What follows belongs to an exercise in optimizing a design on an open flow for small area and a short achievable clock period; a production flow would make more cautious choices.
Only simulation tests tie the RTL to the original design; equivalence was not proved.
The flow treats the clock pin as an ideal source, which a real chip does not have.
Power is estimated from default activity; no workload was simulated.

Design top, start of the top module:
module top (
    input             clk,
    input      [15:0] x,
    input      [15:0] y,
    output reg [31:0] Q_p
);
Size: about 850 cells after synthesis, roughly 65 flip-flops, roughly 0.0056 mm2 of cells after synthesis.
export LEC_CHECK = 0
export CAP_MARGIN = 20
export CORE_MARGIN = 2
export CORE_UTILIZATION = 40
export SLEW_MARGIN = 20
create_clock -name core_clock -period 14.0 [get_ports {clk}]
standard.sh (not shown) runs the stock make flow with config.mk's settings and CLKGATE_MAP_FILE= SYNTH_SCRIPT=/design/flow/synth_recipe.tcl, a recipe that flattens the netlist after the stock synthesis.
==> flow/flow/run.sh <==
#!/bin/bash
# Own layout flow: the standard ORFS flow with these changes:
#  - synthesis keeps the modules named in KEEP (flattened again at the end, as the standard flow's script
#    does) so that ABC maps each with a script of its own (ABC_PLAN: module:script pairs);
#  - ports get PORT_BUF buffers;
#  - timing repair aims SETUP_MARGIN ns below the clock period.
# Every tool's output goes to a log file in the work folder (and ORFS's own logs under orfs/logs).
set -euo pipefail
WORK=$(pwd)
FLOWDIR=$WORK/flow
source $FLOWDIR/settings.sh

cp config.mk my_config.mk
cat >> my_config.mk <<EOC
export SETUP_SLACK_MARGIN = ${SETUP_MARGIN}
export TNS_END_PERCENT = 100
export BUFFER_PORTS_ARGS = -buffer_cell ${PORT_BUF}
export SYNTH_KEEP_MODULES = ${KEEP:-}
EOC
[ -n "${EXTRA_MK:-}" ] && printf '%b\n' "$EXTRA_MK" >> my_config.mk
# area recovery after global routing (see post_grt.tcl)
if [ -f $FLOWDIR/post_grt.tcl ]; then
  echo "export POST_GLOBAL_ROUTE_TCL = $FLOWDIR/post_grt.tcl" >> my_config.mk
fi

# synthesis script: the standard flow's, with abc run once per module of ABC_PLAN, each with its own script
{
  echo "proc abc {args} {"
  echo "  set i [lsearch -exact \$args -script]"
  echo "  foreach {mod scr} {${ABC_PLAN}} {"
  echo "    set a \$args"
  echo "    lset a [expr {\$i + 1}] $FLOWDIR/\$scr"
  echo "    if {[string match roba_exp* \$mod]} { foreach c {${EXP_DU:-}} { lappend a -dont_use \$c } }"
  echo "    yosys abc {*}\$a \$mod"
  echo "  }"
  echo "}"
  cat synth_recipe.tcl
} > my_synth.tcl

make -C "$FLOW_HOME" DESIGN_CONFIG=$WORK/my_config.mk WORK_HOME=$WORK/orfs CLKGATE_MAP_FILE= \
  SYNTH_SCRIPT=$WORK/my_synth.tcl finish > $WORK/make_finish.log 2>&1

RES=$WORK/orfs/results/$FLOW_PLATFORM/top/base
: # left out here: write the final layout as DEF
==> flow/flow/dnsize.tcl <==
# Greedy area recovery: downsize combinational cells one drive step at a time while the worst
# setup slack stays at least what it was before.
proc roba_family_sizes { master_name } {
  if { ![regexp {^(.*_)([0-9]+)$} $master_name -> base sz] } { return {} }
  set sizes {}
  foreach lc [get_lib_cells ${base}*] {
    set n [get_name $lc]
    if { [regexp "^[string map {. \\.} $base](\[0-9\]+)\$" $n -> s] } { lappend sizes [list $s $n] }
  }
  return [lsort -integer -index 0 $sizes]
}
proc roba_dnsize { {tol 0.0} {est "-placement"} } {
  estimate_parasitics {*}$est
  set ws0 [sta::worst_slack_cmd max]
  set a0 [rsz::design_area]
  set cands {}
  foreach inst [get_cells *] {
    if { [catch { set lc [get_lib_cells -of_objects $inst] }] || $lc eq "" || $lc eq "NULL" } { continue }
    if { [catch { set mn [get_name $lc] }] } { continue }
    if { [string match "*__dl*" $mn] || [string match "*__sdf*" $mn] } { continue }
    if { [string match "*clkbuf*" $mn] || [string match "clkbuf*" [get_name $inst]] } { continue }
    if { [string match "*tap*" $mn] || [string match "*fill*" $mn] || [string match "*conb*" $mn] } { continue }
    if { ![regexp {_([0-9]+)$} $mn -> sz] } { continue }
    if { $sz <= 1 } { continue }
    # slack of the instance's output
    set s 1e9
    foreach pin [get_pins -of_objects $inst -filter "direction == output"] {
      if { [catch { set ps [get_property $pin slack_max] }] } { set ps "" }
      if { $ps ne "" && $ps < $s } { set s $ps }
    }
    lappend cands [list $s $inst]
  }
  set cands [lsort -real -decreasing -index 0 $cands]
  set n 0
  foreach c $cands {
    set inst [lindex $c 1]
    set done 0
    while { !$done } {
      set mn [get_name [get_lib_cells -of_objects $inst]]
      set sizes [roba_family_sizes $mn]
      regexp {_([0-9]+)$} $mn -> cur
      set smaller ""
      foreach e $sizes { if { [lindex $e 0] < $cur } { set smaller [lindex $e 1] } }
      if { $smaller eq "" } { break }
      if { [catch { replace_cell $inst $smaller }] } { break }
      estimate_parasitics {*}$est
      set ws [sta::worst_slack_cmd max]
      if { $ws < $ws0 - $tol } {
        replace_cell $inst $mn
        estimate_parasitics {*}$est
        set done 1
      } else {
        incr n
      }
    }
  }
  puts "roba_dnsize: $n downsizing steps, area [expr {$a0*1e12}] -> [expr {[rsz::design_area]*1e12}], worst slack [expr {$ws0*1e9}] -> [expr {[sta::worst_slack_cmd max]*1e9}]"
}

proc roba_dnsize_adp { period {est "-placement"} } {
  estimate_parasitics {*}$est
  set ws [expr {[sta::worst_slack_cmd max] * 1e9}]
  set a [expr {[rsz::design_area] * 1e12}]
  set a0 $a; set ws0 $ws
  set cands {}
  foreach inst [get_cells *] {
    if { [catch { set lc [get_lib_cells -of_objects $inst] }] || $lc eq "" || $lc eq "NULL" } { continue }
    if { [catch { set mn [get_name $lc] }] } { continue }
    if { [string match "*__dl*" $mn] || [string match "*__sdf*" $mn] } { continue }
    if { [string match "*clkbuf*" $mn] || [string match "clkbuf*" [get_name $inst]] } { continue }
    if { [string match "*tap*" $mn] || [string match "*fill*" $mn] || [string match "*conb*" $mn] } { continue }
    if { ![regexp {_([0-9]+)$} $mn -> sz] } { continue }
    if { $sz <= 1 } { continue }
    set s 1e9
    foreach pin [get_pins -of_objects $inst -filter "direction == output"] {
      if { [catch { set ps [get_property $pin slack_max] }] } { set ps "" }
      if { $ps ne "" && $ps < $s } { set s $ps }
    }
    lappend cands [list $s $inst]
  }
  set cands [lsort -real -decreasing -index 0 $cands]
  set n 0
  foreach c $cands {
    set inst [lindex $c 1]
    while { 1 } {
      set mn [get_name [get_lib_cells -of_objects $inst]]
      set sizes [roba_family_sizes $mn]
      regexp {_([0-9]+)$} $mn -> cur
      set smaller ""
      foreach e $sizes { if { [lindex $e 0] < $cur } { set smaller [lindex $e 1] } }
      if { $smaller eq "" } { break }
      if { [catch { replace_cell $inst $smaller }] } { break }
      estimate_parasitics {*}$est
      set ws1 [expr {[sta::worst_slack_cmd max] * 1e9}]
      set a1 [expr {[rsz::design_area] * 1e12}]
      if { $a1 * ($period - $ws1) > $a * ($period - $ws) } {
        replace_cell $inst $mn
        estimate_parasitics {*}$est
        break
      }
      set ws $ws1; set a $a1
      incr n
    }
  }
  puts "roba_dnsize_adp: $n steps, area $a0 -> $a, worst slack $ws0 -> $ws"
}
==> flow/flow/exp.abc <==
strash; dch -f; map -D 700; topo; buffer -N 8; upsize -D 700; dnsize -D 700; stime -p
==> flow/flow/post_grt.tcl <==
# After global routing's timing repair: give back area by downsizing cells that do not set the
# worst slack, then legalize and re-route what moved (as global_route.tcl does after its repairs).
source [file join [file dirname [info script]] dnsize.tcl]
roba_dnsize_adp 14.0 -global_routing
log_cmd global_route -start_incremental
log_cmd detailed_placement
log_cmd global_route -end_incremental
log_cmd estimate_parasitics -global_routing
write_guides $::env(RESULTS_DIR)/route.guide
Other scripts of this flow, unchanged in this note and not shown: flow/flow/amap.abc, flow/flow/gate.abc, flow/flow/settings.sh
==> next run, changes <==
--- a/flow/flow/dnsize.tcl
+++ b/flow/flow/dnsize.tcl
@@ -10,6 +10,5 @@
   return [lsort -integer -index 0 $sizes]
 }
-proc roba_dnsize { {tol 0.0} {est "-placement"} } {
-  estimate_parasitics {*}$est
+proc roba_dnsize { {tol 0.0} } {
   set ws0 [sta::worst_slack_cmd max]
   set a0 [rsz::design_area]
@@ -44,9 +43,7 @@
       if { $smaller eq "" } { break }
       if { [catch { replace_cell $inst $smaller }] } { break }
-      estimate_parasitics {*}$est
       set ws [sta::worst_slack_cmd max]
       if { $ws < $ws0 - $tol } {
         replace_cell $inst $mn
-        estimate_parasitics {*}$est
         set done 1
       } else {
@@ -58,6 +55,5 @@
 }
 
-proc roba_dnsize_adp { period {est "-placement"} } {
-  estimate_parasitics {*}$est
+proc roba_dnsize_adp { period } {
   set ws [expr {[sta::worst_slack_cmd max] * 1e9}]
   set a [expr {[rsz::design_area] * 1e12}]
@@ -91,10 +87,8 @@
       if { $smaller eq "" } { break }
       if { [catch { replace_cell $inst $smaller }] } { break }
-      estimate_parasitics {*}$est
       set ws1 [expr {[sta::worst_slack_cmd max] * 1e9}]
       set a1 [expr {[rsz::design_area] * 1e12}]
       if { $a1 * ($period - $ws1) > $a * ($period - $ws) } {
         replace_cell $inst $mn
-        estimate_parasitics {*}$est
         break
       }
==> flow/flow/exp.abc (replaced) <==
strash; dch -f; map -D 900; topo; buffer -N 8; upsize -D 900; dnsize -D 900; stime -p
--- a/flow/flow/post_grt.tcl
+++ b/flow/flow/post_grt.tcl
@@ -2,5 +2,5 @@
 # worst slack, then legalize and re-route what moved (as global_route.tcl does after its repairs).
 source [file join [file dirname [info script]] dnsize.tcl]
-roba_dnsize_adp 14.0 -global_routing
+roba_dnsize $::env(ROBA_DN_TOL)
 log_cmd global_route -start_incremental
 log_cmd detailed_placement
The new run passed the timing, DRC and antenna checks.
Synthesized area fell by 0.36%.
Design area decreases by 2.2%.
First-iteration DRC count goes down by 8.3%.
==> next run, changes <==
--- a/flow/flow/run.sh
+++ b/flow/flow/run.sh
@@ -20,4 +20,7 @@
 [ -n "${EXTRA_MK:-}" ] && printf '%b\n' "$EXTRA_MK" >> my_config.mk
 # area recovery after global routing (see post_grt.tcl)
+if [ -f $FLOWDIR/post_cts.tcl ]; then
+  echo "export POST_CTS_TCL = $FLOWDIR/post_cts.tcl" >> my_config.mk
+fi
 if [ -f $FLOWDIR/post_grt.tcl ]; then
   echo "export POST_GLOBAL_ROUTE_TCL = $FLOWDIR/post_grt.tcl" >> my_config.mk
--- a/flow/flow/dnsize.tcl
+++ b/flow/flow/dnsize.tcl
@@ -10,5 +10,6 @@
   return [lsort -integer -index 0 $sizes]
 }
-proc roba_dnsize { {tol 0.0} } {
+proc roba_dnsize { {tol 0.0} {est "-placement"} } {
+  estimate_parasitics {*}$est
   set ws0 [sta::worst_slack_cmd max]
   set a0 [rsz::design_area]
@@ -43,7 +44,9 @@
       if { $smaller eq "" } { break }
       if { [catch { replace_cell $inst $smaller }] } { break }
+      estimate_parasitics {*}$est
       set ws [sta::worst_slack_cmd max]
       if { $ws < $ws0 - $tol } {
         replace_cell $inst $mn
+        estimate_parasitics {*}$est
         set done 1
       } else {
@@ -55,5 +58,6 @@
 }
 
-proc roba_dnsize_adp { period } {
+proc roba_dnsize_adp { period {est "-placement"} } {
+  estimate_parasitics {*}$est
   set ws [expr {[sta::worst_slack_cmd max] * 1e9}]
   set a [expr {[rsz::design_area] * 1e12}]
@@ -87,8 +91,10 @@
       if { $smaller eq "" } { break }
       if { [catch { replace_cell $inst $smaller }] } { break }
+      estimate_parasitics {*}$est
       set ws1 [expr {[sta::worst_slack_cmd max] * 1e9}]
       set a1 [expr {[rsz::design_area] * 1e12}]
       if { $a1 * ($period - $ws1) > $a * ($period - $ws) } {
         replace_cell $inst $mn
+        estimate_parasitics {*}$est
         break
       }
==> flow/flow/post_cts.tcl (new file) <==
source [file join [file dirname [info script]] dnsize.tcl]
roba_dnsize_adp 14.0 -placement
log_cmd detailed_placement
--- a/flow/flow/post_grt.tcl
+++ b/flow/flow/post_grt.tcl
@@ -2,5 +2,5 @@
 # worst slack, then legalize and re-route what moved (as global_route.tcl does after its repairs).
 source [file join [file dirname [info script]] dnsize.tcl]
-roba_dnsize $::env(ROBA_DN_TOL)
+roba_dnsize_adp 14.0 -global_routing
 log_cmd global_route -start_incremental
 log_cmd detailed_placement
The changed run completed with no timing, DRC or antenna violations.
Combinational power came out higher by a few percent.
Area after synthesis is unchanged.
Die area stays the same.
Cell count grows slightly.
Non-clock buffer count climbs by 13.
Worst hold slack is about the same.

---

== run A ==
top again, from the RTL that the note above started with.
// top
module top (
    input             clk,
    input      [15:0] x,
    input      [15:0] y,
    output reg [31:0] Q_p
);
clock: 14.0 ns
lec_check: 0
cap_margin: 20
core_margin: 2
core_utilization: 40
slew_margin: 20
==> flow/flow/run.sh <==
#!/bin/bash
# Own layout flow: the standard ORFS flow with these changes:
#  - synthesis keeps the modules named in KEEP (flattened again at the end, as the standard flow's script
#    does) so that ABC maps each with a script of its own (ABC_PLAN: module:script pairs);
#  - ports get PORT_BUF buffers;
#  - timing repair aims SETUP_MARGIN ns below the clock period.
# Every tool's output goes to a log file in the work folder (and ORFS's own logs under orfs/logs).
set -euo pipefail
WORK=$(pwd)
FLOWDIR=$WORK/flow
source $FLOWDIR/settings.sh

cp config.mk my_config.mk
cat >> my_config.mk <<EOC
export SETUP_SLACK_MARGIN = ${SETUP_MARGIN}
export TNS_END_PERCENT = 100
export BUFFER_PORTS_ARGS = -buffer_cell ${PORT_BUF}
export SYNTH_KEEP_MODULES = ${KEEP:-}
EOC
[ -n "${EXTRA_MK:-}" ] && printf '%b\n' "$EXTRA_MK" >> my_config.mk

# synthesis script: the standard flow's, with abc run once per module of ABC_PLAN, each with its own script
{
  echo "proc abc {args} {"
  echo "  set i [lsearch -exact \$args -script]"
  echo "  foreach {mod scr} {${ABC_PLAN}} {"
  echo "    set a \$args"
  echo "    lset a [expr {\$i + 1}] $FLOWDIR/\$scr"
  echo "    if {[string match roba_exp* \$mod]} { foreach c {${EXP_DU:-}} { lappend a -dont_use \$c } }"
  echo "    yosys abc {*}\$a \$mod"
  echo "  }"
  echo "}"
  cat synth_recipe.tcl
} > my_synth.tcl

make -C "$FLOW_HOME" DESIGN_CONFIG=$WORK/my_config.mk WORK_HOME=$WORK/orfs CLKGATE_MAP_FILE= \
  SYNTH_SCRIPT=$WORK/my_synth.tcl finish > $WORK/make_finish.log 2>&1

RES=$WORK/orfs/results/$FLOW_PLATFORM/top/base
: # left out here: write the final layout as DEF
==> flow/flow/settings.sh <==
SETUP_MARGIN=9.6
PORT_BUF=sky130_fd_sc_hd__buf_1
KEEP="roba_expx roba_expy g_a21oi g_inv g_nand2 g_nor2 g_nor3 g_o21ai g_o22ai g_xnor2 g_xor2 "
ABC_PLAN="roba_expx exp.abc roba_expy exp.abc g_* gate.abc top amap.abc"
EXTRA_MK='export ADDER_MAP_FILE =
export CTS_BUF_LIST = sky130_fd_sc_hd__clkbuf_8
export CTS_CLUSTER_SIZE = 32
export CTS_CLUSTER_DIAMETER = 60
export SKIP_GATE_CLONING = 1
export REMOVE_ABC_BUFFERS = 1'
EXP_DU="sky130_fd_sc_hd__nor4_* sky130_fd_sc_hd__nor3_* sky130_fd_sc_hd__or4_* sky130_fd_sc_hd__or3_* sky130_fd_sc_hd__a211oi_* sky130_fd_sc_hd__a2111oi_* sky130_fd_sc_hd__o2111ai_* sky130_fd_sc_hd__a311oi_* sky130_fd_sc_hd__o311ai_* sky130_fd_sc_hd__a41oi_* sky130_fd_sc_hd__o41ai_* sky130_fd_sc_hd__nor4b_* sky130_fd_sc_hd__nor3b_* sky130_fd_sc_hd__or2_* sky130_fd_sc_hd__and4_* sky130_fd_sc_hd__a221oi_* sky130_fd_sc_hd__o221ai_*"
Other scripts of this flow, unchanged in this note and not shown: flow/flow/amap.abc, flow/flow/exp.abc, flow/flow/gate.abc
Modified inputs, run B compared to run A
--- a/flow/flow/settings.sh
+++ b/flow/flow/settings.sh
@@ -9,2 +9 @@
-export SKIP_GATE_CLONING = 1
-export REMOVE_ABC_BUFFERS = 1'
+export SKIP_GATE_CLONING = 1'
--- outcome ---
- Run B completed every stage of the flow, and the final layout passed the timing, DRC and antenna checks.
- Looking at run A and run B, the post-CTS clock slew at the launch and capture registers of the worst setup and hold paths is a wash.
- Changes observed in run B relative to run A: detailed-routed wire length on met2 up about 2%, via count shows an increase of 62.
- Re number of inserted filler cells in the final layout: run B is 2.5% up on run A.
- Cell area | run B vs run A | run B larger
- Compared with run A, run B is hungrier on power.
Modified inputs, run C compared to run B
--- a/flow/flow/settings.sh
+++ b/flow/flow/settings.sh
@@ -1 +1 @@
-SETUP_MARGIN=9.6
+SETUP_MARGIN=9.5
@@ -9 +9,3 @@
-export SKIP_GATE_CLONING = 1'
+export SKIP_GATE_CLONING = 1
+export REMOVE_ABC_BUFFERS = 1
+export SKIP_CTS_REPAIR_TIMING = 1'
==> run summary <==
Measured against each other, run C and run B differ in sum of routed wire segments on met1, the higher figure coming from run C. met2 routed wirelength sits higher in run C than in run B. [compare] base=run B new=run C: share of the final layout cell area in sequential cells increased by 0.17 points relative to the old numbers; maximum fanout encountered on the critical timing path went down 16. Via count of the first global-routing pass came out lower on run C than on run B. In the metrics for run C and run B, the one carrying the lower worst-case setup slack after placement is run C. Run C against run B: power share of the clock group saw a decrease; design area saw a decrease; routed wire length saw little to no change.

==> afterwards: timing with drivers on the ports <==
How much do the figures lean on ideal ports? The routed layouts below were timed once more, with nothing changed but the port constraints.
Step 1 (the two cells are an assumption about what drives the block):
set clk [get_ports {clk}]
set_driving_cell -lib_cell sky130_fd_sc_hd__clkbuf_16 $clk
set_driving_cell -lib_cell sky130_fd_sc_hd__buf_2 [delete_from_list [all_inputs] $clk]
Step 2 also shifts input and output timing later by t, the mid clock arrival at the registers, as if the neighbouring blocks saw the same clock.
Slacks: ideal / step 1 / step 2; pairs: ideal / step 1.
run	t (ns)	setup WS [ns]	clock arrival spread, ns
the first run of note 1	0.399	9.791 / 9.791 / 9.678	0.016 / 0.015
the second run of note 1	0.390	9.189 / 9.189 / 9.189	0.008 / 0.009
the third run of note 1	0.390	9.634 / 9.634 / 9.634	0.008 / 0.009
run A	0.390	9.843 / 9.843 / 9.683	0.009 / 0.009
run B	0.386	9.764 / 9.764 / 9.678	0.010 / 0.010
run C	0.391	9.739 / 9.739 / 9.682	0.009 / 0.009
After both steps every run listed still meets setup and hold. For run A, which loses most, drivers alone change the setup slack by 0.000 ns; drivers and shift together by -0.160 ns.
